This design comes from an exercise in tuning for small area on the open sky130 flow, not from production work.
Only simulation tests tie the RTL to the original design; equivalence was not proved.
The clock input has no modelled driver; a real chip could not lean on it and would need a root buffer or a full tree.
No activity file was given, so power comes from the tool's default toggle rates.

Design Project_2, start of the top module:
module Project_2( input [1:0]KEY,
						input [9:0]SW,input CLK,input RST,
						output [9:0]LED,
						output [7:0]HEXOUT_0, output [7:0]HEXOUT_1, output [7:0]HEXOUT_2, output [7:0]HEXOUT_3, output [7:0]HEXOUT_4, output [7:0]HEXOUT_5);
	function [3:0] bcd_inc(input [3:0] d, input ci);
		bcd_inc = {d[3] ^ (ci & (d[3] ? d[0] : d[2] & d[1] & d[0])),
		           d[2] ^ (ci & d[1] & d[0]),
		           d[1] ^ (ci & d[0] & ~d[3]),
		           d[0] ^ ci};
	endfunction
	reg [3:0] c1;
	wire tick = c1[2] & ~c1[1] & ~c1[0];
	wire wrap = c1[3] & c1[0];
	always @(posedge CLK)
		c1 <= RST ? 4'd0 : bcd_inc(c1, 1'b1);
	reg [6:0] m;
	reg clock_5;
	wire m_end = m[6] & m[5] & m[1] & m[0];	 
	wire [7:0] mc;	 
	assign mc[0] = wrap & ~m_end;
	genvar gi;
	generate for (gi = 0; gi < 7; gi = gi + 1) begin : mcarry
		assign mc[gi+1] = mc[gi] & m[gi];
	end endgenerate
	always @(posedge CLK) begin
		m <= (RST | (wrap & m_end)) ? 7'd0 : m ^ mc[6:0];
		clock_5 <= ~RST & (clock_5 ^ (wrap & m_end));
	end
	reg [7:0] lfsr;
	always @(posedge CLK)
		if (RST) lfsr <= 8'b01101010;
		else if (tick) lfsr <= {lfsr[3] ^ lfsr[5] ^ lfsr[7] ^ lfsr[0], lfsr[7:1]};
	reg [1:0] button_state;
	reg key0_last;
	wire press = key0_last & ~KEY[0];
  ...
Size in the first run: ~830 cells after synthesis, about 74 flip-flops, about 72 I/O pins, ~6400 um2 of cells after synthesis.
Settings: LEC_CHECK=0, CAP_MARGIN=20, CORE_MARGIN=2, CORE_UTILIZATION=40, SLEW_MARGIN=20; clock period 30.0 ns.
run.sh (not shown) runs the stock make flow with config.mk's settings and CLKGATE_MAP_FILE= SYNTH_SCRIPT=/design/flow/synth_recipe.tcl, a recipe that flattens the netlist after the stock synthesis.
The starting point finished clean.
Edit:
==> flow/flow/run.sh (new file) <==
#!/bin/bash
# Own layout flow: the standard layout with
#  - the standard flow's synthesis script, except that abc maps with flow/abc.script and
#    the full-adder extraction is skipped (ADDER_MAP_FILE empty),
#  - port buffers of the smallest buffer cell.
# Each tool's output goes to the logs ORFS writes under orfs/logs; make's own
# output goes to flow_make.log here.
set -euo pipefail
W=$(pwd)
# flow/abc_proc.tcl is sourced right after synth_recipe.tcl's first line
{ head -n 1 synth_recipe.tcl; echo "source $W/flow/abc_proc.tcl"; tail -n +2 synth_recipe.tcl; } > own_synth.tcl
bash standard.sh "SYNTH_SCRIPT=$W/own_synth.tcl" "ADDER_MAP_FILE=" \
  "BUFFER_PORTS_ARGS=-buffer_cell sky130_fd_sc_hd__buf_1" \
  finish > flow_make.log 2>&1
==> flow/flow/abc.script (new file) <==
strash
dc2
strash
&get -n
&dch -f
&nf -R 1000
&put
topo
==> flow/flow/abc_proc.tcl (new file) <==
# abc runs flow/abc.script instead of the script ORFS picks
set ::own_abc_script [file join [file dirname [file normalize [info script]]] abc.script]
proc abc {args} {
  set i [lsearch -exact $args -script]
  if {$i >= 0} { lset args [expr {$i + 1}] $::own_abc_script }
  yosys abc {*}$args
}
==> flow/standard.sh (new file) <==
#!/bin/bash
# synth_recipe.tcl (not shown) runs the flow's synth.tcl, then flattens the netlist and writes it again
# the make line also repeats each setting of config.mk as NAME=value (left out here)
make -C /OpenROAD-flow-scripts/flow DESIGN_CONFIG=/design/flow/config.mk WORK_HOME=/design/flow/orfs CLKGATE_MAP_FILE= SYNTH_SCRIPT=/design/flow/synth_recipe.tcl "${@:-finish}"
removed: flow/run.sh
=> Sequential cell count stays the same; synthesized area drops by about 36%; global-route usage drops by 0.26 points; setup slack gets better by 1600 ps; die area drops by about 35%; cell area drops by about 37%.

========
Setup of east:
Another version of the RTL of Project_2 (not shown whole).
For scale: roughly 510 cells after synthesis, about 73 flip-flops, about 72 I/O pins, ~0.0037 sq mm of cells after synthesis.
==> flow/config.mk <==
export PLATFORM = sky130hd
export DESIGN_NAME = Project_2
export DESIGN_NICKNAME = Project_2
export VERILOG_FILES = /design/flow/design.v
export SDC_FILE = /design/flow/constraint.sdc
export NUM_CORES = 4
export LEC_CHECK = 0
export CAP_MARGIN = 20
export CORE_MARGIN = 2
export CORE_UTILIZATION = 40
export SLEW_MARGIN = 20
==> flow/constraint.sdc <==
create_clock -name core_clock -period 30.0 [get_ports {CLK}]
set_input_delay 6.0000 -clock core_clock [delete_from_list [all_inputs] [get_ports {CLK}]]
set_output_delay 6.0000 -clock core_clock [all_outputs]
set_load 0.01 [all_outputs]
standard.sh (not shown) runs the stock make flow with config.mk's settings and CLKGATE_MAP_FILE= SYNTH_SCRIPT=/design/flow/synth_recipe.tcl, a recipe that flattens the netlist after the stock synthesis.
==> flow/flow/run.sh <==
#!/bin/bash
# Own layout flow: the standard layout (standard.sh), with
#  - the standard flow's synthesis script, except that abc maps with flow/abc.script (deepsyn, then dch and amap), keeping the best of sixteen seeds, and
#    the full-adder extraction is skipped (ADDER_MAP_FILE empty),
#  - port buffers of the smallest buffer cell,
#  - a clock tree built by flow/cts.tcl in place of the CTS step: a root
#    buffer and eight leaf buffers, each for a group of nearby flip-flops.
# Logs: make's output in flow_place.log and flow_finish.log, the clock tree
# step's in flow_cts.log, and each ORFS step's in orfs/logs.
set -euo pipefail
W=$(pwd)
# flow/abc_proc.tcl is sourced right after synth_recipe.tcl's first line
{ head -n 1 synth_recipe.tcl; echo "source $W/flow/abc_proc.tcl"; tail -n +2 synth_recipe.tcl; } > own_synth.tcl
VARS=("SYNTH_SCRIPT=$W/own_synth.tcl" "ADDER_MAP_FILE="
  "BUFFER_PORTS_ARGS=-buffer_cell sky130_fd_sc_hd__buf_1"
  "CORE_UTILIZATION=70" "PLACE_DENSITY=0.8")
bash standard.sh "${VARS[@]}" place > flow_place.log 2>&1
R=$W/orfs/results/$FLOW_PLATFORM/Project_2/base
LIB=$FLOW_HOME/platforms/$FLOW_PLATFORM/lib/sky130_fd_sc_hd__tt_025C_1v80.lib \
PLATFORM_DIR=$FLOW_HOME/platforms/$FLOW_PLATFORM \
CTS_IN=$R/3_place.odb CTS_SDC_IN=$R/3_place.sdc CTS_OUT=$R/4_1_cts.odb \
CTS_GROUPS=8 CTS_LEAF_BUF=sky130_fd_sc_hd__clkbuf_4 CTS_ROOT_BUF=sky130_fd_sc_hd__clkbuf_2 \
  openroad -no_init -exit $W/flow/cts.tcl > flow_cts.log 2>&1
sleep 1
cp $R/4_1_cts.odb $R/4_cts.odb
sleep 1
cp $R/3_place.sdc $R/4_cts.sdc
bash standard.sh "${VARS[@]}" finish > flow_finish.log 2>&1
==> flow/flow/abc.script <==
strash
&get -n
&deepsyn -T 40 -S @SEED@
&put
strash
dch -f
amap
topo
==> flow/flow/abc_proc.tcl <==
# abc maps with flow/abc.script instead of the script ORFS picks. The script is
# run once per seed in ::own_abc_seeds (its @SEED@ replaced by the seed), each
# time from the same design, and the run with the smallest cell area is kept.
set ::own_flow_dir [file dirname [file normalize [info script]]]
set ::own_abc_seeds {0 1 2 3 4 5 6 7 8 9 10 11 12 13 14 15}
proc own_area {} {
  set lib [lindex $::env(LIB_FILES) 0]
  set s [tee -q -s result.string stat -liberty $lib]
  if {[regexp {Chip area for module[^:]*:\s*([0-9.]+)} $s -> a]} { return $a }
  return 1e30
}
proc abc {args} {
  set i [lsearch -exact $args -script]
  if {$i < 0} { yosys abc {*}$args; return }
  set tmpl [read [open [file join $::own_flow_dir abc.script]]]
  yosys design -save own_abc_pre
  set best 1e30
  set best_seed -1
  foreach seed $::own_abc_seeds {
    yosys design -load own_abc_pre
    set f [file join $::env(OBJECTS_DIR) own_abc_$seed.script]
    set fh [open $f w]
    puts $fh [string map [list @SEED@ $seed] $tmpl]
    close $fh
    lset args [expr {$i + 1}] $f
    yosys abc {*}$args
    set a [own_area]
    puts "own abc seed $seed: area $a"
    if {$a < $best} { set best $a; set best_seed $seed; yosys design -save own_abc_best }
  }
  puts "own abc: kept seed $best_seed, area $best"
  yosys design -load own_abc_best
}
Other scripts of this flow, unchanged in this note and not shown: flow/flow/cts.tcl
diff inputs: east => north
-- flow/flow/run.sh --
<<< east, line 3
#  - the standard flow's synthesis script, except that abc maps with flow/abc.script (deepsyn, then dch and amap), keeping the best of sixteen seeds, and
>>> north, line 3
#  - the standard flow's synthesis script, except that abc maps with flow/abc.script (deepsyn, then dch and amap), keeping the best of eight seeds, and
==> flow/flow/abc.script <==
strash
&get -n
&deepsyn -T 45 -S @SEED@
&put
strash
dch -f
amap
topo
-- flow/flow/abc_proc.tcl --
<<< east, line 5
set ::own_abc_seeds {0 1 2 3 4 5 6 7 8 9 10 11 12 13 14 15}
>>> north, line 5
set ::own_abc_seeds {0 1 2 3 4 5 6 7}
Notes after the runs:
- Summary — setup slack after placement, north relative to east: higher, by 690 ps.
- Against east, north comes in 1.2% lower on multi-input gate area in the final layout.
- In the metrics for north and east, the one carrying the lower aggregate routed wire length is north.
- Comparing north with east, the proportion of synthesized chip area in sequential cells came out essentially unchanged.
- Relative to east, total length of routed met3 wires has gone up in north.
- north — share of the clock period used by the worst path after layout 2.4 points lower, east as reference
No run of this note takes its clock network from TritonCTS; it comes from the design's own scripts or RTL.

========
Project_2, a different RTL version from the one above (not shown whole).
Size: roughly 510 cells after synthesis.
export LEC_CHECK = 0
export CAP_MARGIN = 20
export CORE_MARGIN = 2
export CORE_UTILIZATION = 40
export SLEW_MARGIN = 20
create_clock -name core_clock -period 30.0 [get_ports {CLK}]
==> flow/flow/run.sh <==
#!/bin/bash
# Own layout flow: the standard layout (standard.sh), with
#  - the standard flow's synthesis script, except that abc maps with flow/abc.script (deepsyn, then dch and amap), keeping the best of four seeds, and
#    the full-adder extraction is skipped (ADDER_MAP_FILE empty),
#  - port buffers of the smallest buffer cell,
#  - a clock tree built by flow/cts.tcl in place of the CTS step: a root
#    buffer and eight leaf buffers, each for a group of nearby flip-flops.
# Logs: make's output in flow_place.log and flow_finish.log, the clock tree
# step's in flow_cts.log, and each ORFS step's in orfs/logs.
set -euo pipefail
W=$(pwd)
# flow/abc_proc.tcl is sourced right after synth_recipe.tcl's first line
{ head -n 1 synth_recipe.tcl; echo "source $W/flow/abc_proc.tcl"; tail -n +2 synth_recipe.tcl; } > own_synth.tcl
VARS=("SYNTH_SCRIPT=$W/own_synth.tcl" "ADDER_MAP_FILE="
  "BUFFER_PORTS_ARGS=-buffer_cell sky130_fd_sc_hd__buf_1"
  "CORE_UTILIZATION=70" "PLACE_DENSITY=0.8")
bash standard.sh "${VARS[@]}" place > flow_place.log 2>&1
R=$W/orfs/results/$FLOW_PLATFORM/Project_2/base
LIB=$FLOW_HOME/platforms/$FLOW_PLATFORM/lib/sky130_fd_sc_hd__tt_025C_1v80.lib \
PLATFORM_DIR=$FLOW_HOME/platforms/$FLOW_PLATFORM \
CTS_IN=$R/3_place.odb CTS_SDC_IN=$R/3_place.sdc CTS_OUT=$R/4_1_cts.odb \
CTS_GROUPS=8 CTS_LEAF_BUF=sky130_fd_sc_hd__clkbuf_4 CTS_ROOT_BUF=sky130_fd_sc_hd__clkbuf_2 \
  openroad -no_init -exit $W/flow/cts.tcl > flow_cts.log 2>&1
sleep 1
cp $R/4_1_cts.odb $R/4_cts.odb
sleep 1
cp $R/3_place.sdc $R/4_cts.sdc
bash standard.sh "${VARS[@]}" finish > flow_finish.log 2>&1
==> flow/flow/abc.script <==
strash
&get -n
&deepsyn -T 45 -S @SEED@
&put
strash
dch -f
amap
topo
==> flow/flow/abc_proc.tcl <==
# abc maps with flow/abc.script instead of the script ORFS picks. The script is
# run once per seed in ::own_abc_seeds (its @SEED@ replaced by the seed), each
# time from the same design, and the run with the smallest cell area is kept.
set ::own_flow_dir [file dirname [file normalize [info script]]]
set ::own_abc_seeds {0 1 2 3}
proc own_area {} {
  set lib [lindex $::env(LIB_FILES) 0]
  set s [tee -q -s result.string stat -liberty $lib]
  if {[regexp {Chip area for module[^:]*:\s*([0-9.]+)} $s -> a]} { return $a }
  return 1e30
}
proc abc {args} {
  set i [lsearch -exact $args -script]
  if {$i < 0} { yosys abc {*}$args; return }
  set tmpl [read [open [file join $::own_flow_dir abc.script]]]
  yosys design -save own_abc_pre
  set best 1e30
  set best_seed -1
  foreach seed $::own_abc_seeds {
    yosys design -load own_abc_pre
    set f [file join $::env(OBJECTS_DIR) own_abc_$seed.script]
    set fh [open $f w]
    puts $fh [string map [list @SEED@ $seed] $tmpl]
    close $fh
    lset args [expr {$i + 1}] $f
    yosys abc {*}$args
    set a [own_area]
    puts "own abc seed $seed: area $a"
    if {$a < $best} { set best $a; set best_seed $seed; yosys design -save own_abc_best }
  }
  puts "own abc: kept seed $best_seed, area $best"
  yosys design -load own_abc_best
}
Other scripts of this flow, unchanged in this note and not shown: flow/flow/cts.tcl
Edit:
--- a/flow/flow/run.sh
+++ b/flow/flow/run.sh
@@ -1,5 +1,5 @@
 #!/bin/bash
 # Own layout flow: the standard layout (standard.sh), with
-#  - the standard flow's synthesis script, except that abc maps with flow/abc.script (deepsyn, then dch and amap), keeping the best of four seeds, and
+#  - the standard flow's synthesis script, except that abc maps with flow/abc.script (deepsyn, then dch and amap) and
 #    the full-adder extraction is skipped (ADDER_MAP_FILE empty),
 #  - port buffers of the smallest buffer cell,
==> flow/flow/abc.script (replaced) <==
strash
&get -n
&deepsyn -T 90
&put
strash
dch -f
amap
topo
==> flow/flow/abc_proc.tcl (replaced) <==
# abc runs flow/abc.script instead of the script ORFS picks
set ::own_abc_script [file join [file dirname [file normalize [info script]]] abc.script]
proc abc {args} {
  set i [lsearch -exact $args -script]
  if {$i >= 0} { lset args [expr {$i + 1}] $::own_abc_script }
  yosys abc {*}$args
}
The changed run ran to the end with no violations.
Final area increases by 1.2%.
Wire length increases by 3.7%.
Total power increases by 2.3%.
In every run of this note, the design's own scripts or RTL, not TritonCTS, make the clock network.

-- separate check: timing with driven ports --
How much do the figures lean on ideal ports? The routed layouts below were timed once more, with nothing changed but the port constraints. Step 1, drivers: a clkbuf_16 drives CLK and a buf_2 each remaining input, both assumed. Step 2 moves the port delays by t, midway between the first and last clock arrival at a register: inputs arrive t later, outputs are due t later. That takes back most of the time a late clock gives input paths. a / b / c = ideal / step 1 / step 2; a / b = the first two.
run | shift t [ns] | slack for setup (ns) | hold slack, ns | latest minus earliest clock arrival (ns) | worst slew at a driven data input, ns
the first run of note 1 | 0.370 | 14.021 / 13.997 / 13.997 | 0.460 / 0.460 / 0.460 | 0.010 / 0.011 | 0.03
the second run of note 1 | 0.376 | 15.603 / 15.580 / 15.580 | 0.444 / 0.444 / 0.444 | 0.008 / 0.009 | 0.03
east | 0.500 | 14.555 / 14.534 / 14.534 | 0.474 / 0.474 / 0.474 | 0.018 / 0.018 | 0.03
north | 0.495 | 15.268 / 15.246 / 15.246 | 0.470 / 0.470 / 0.470 | 0.030 / 0.030 | 0.03
the first run of note 3 | 0.471 | 14.117 / 14.090 / 14.090 | 0.442 / 0.442 / 0.442 | 0.028 / 0.028 | 0.03
the second run of note 3 | 0.499 | 14.235 / 14.214 / 14.214 | 0.468 / 0.468 / 0.468 | 0.025 / 0.025 | 0.04
After both steps setup and hold are still met in every run listed. The setup slack of the first run of note 3, which loses most, moves by -0.027 ns with the drivers and by -0.027 ns with both steps.
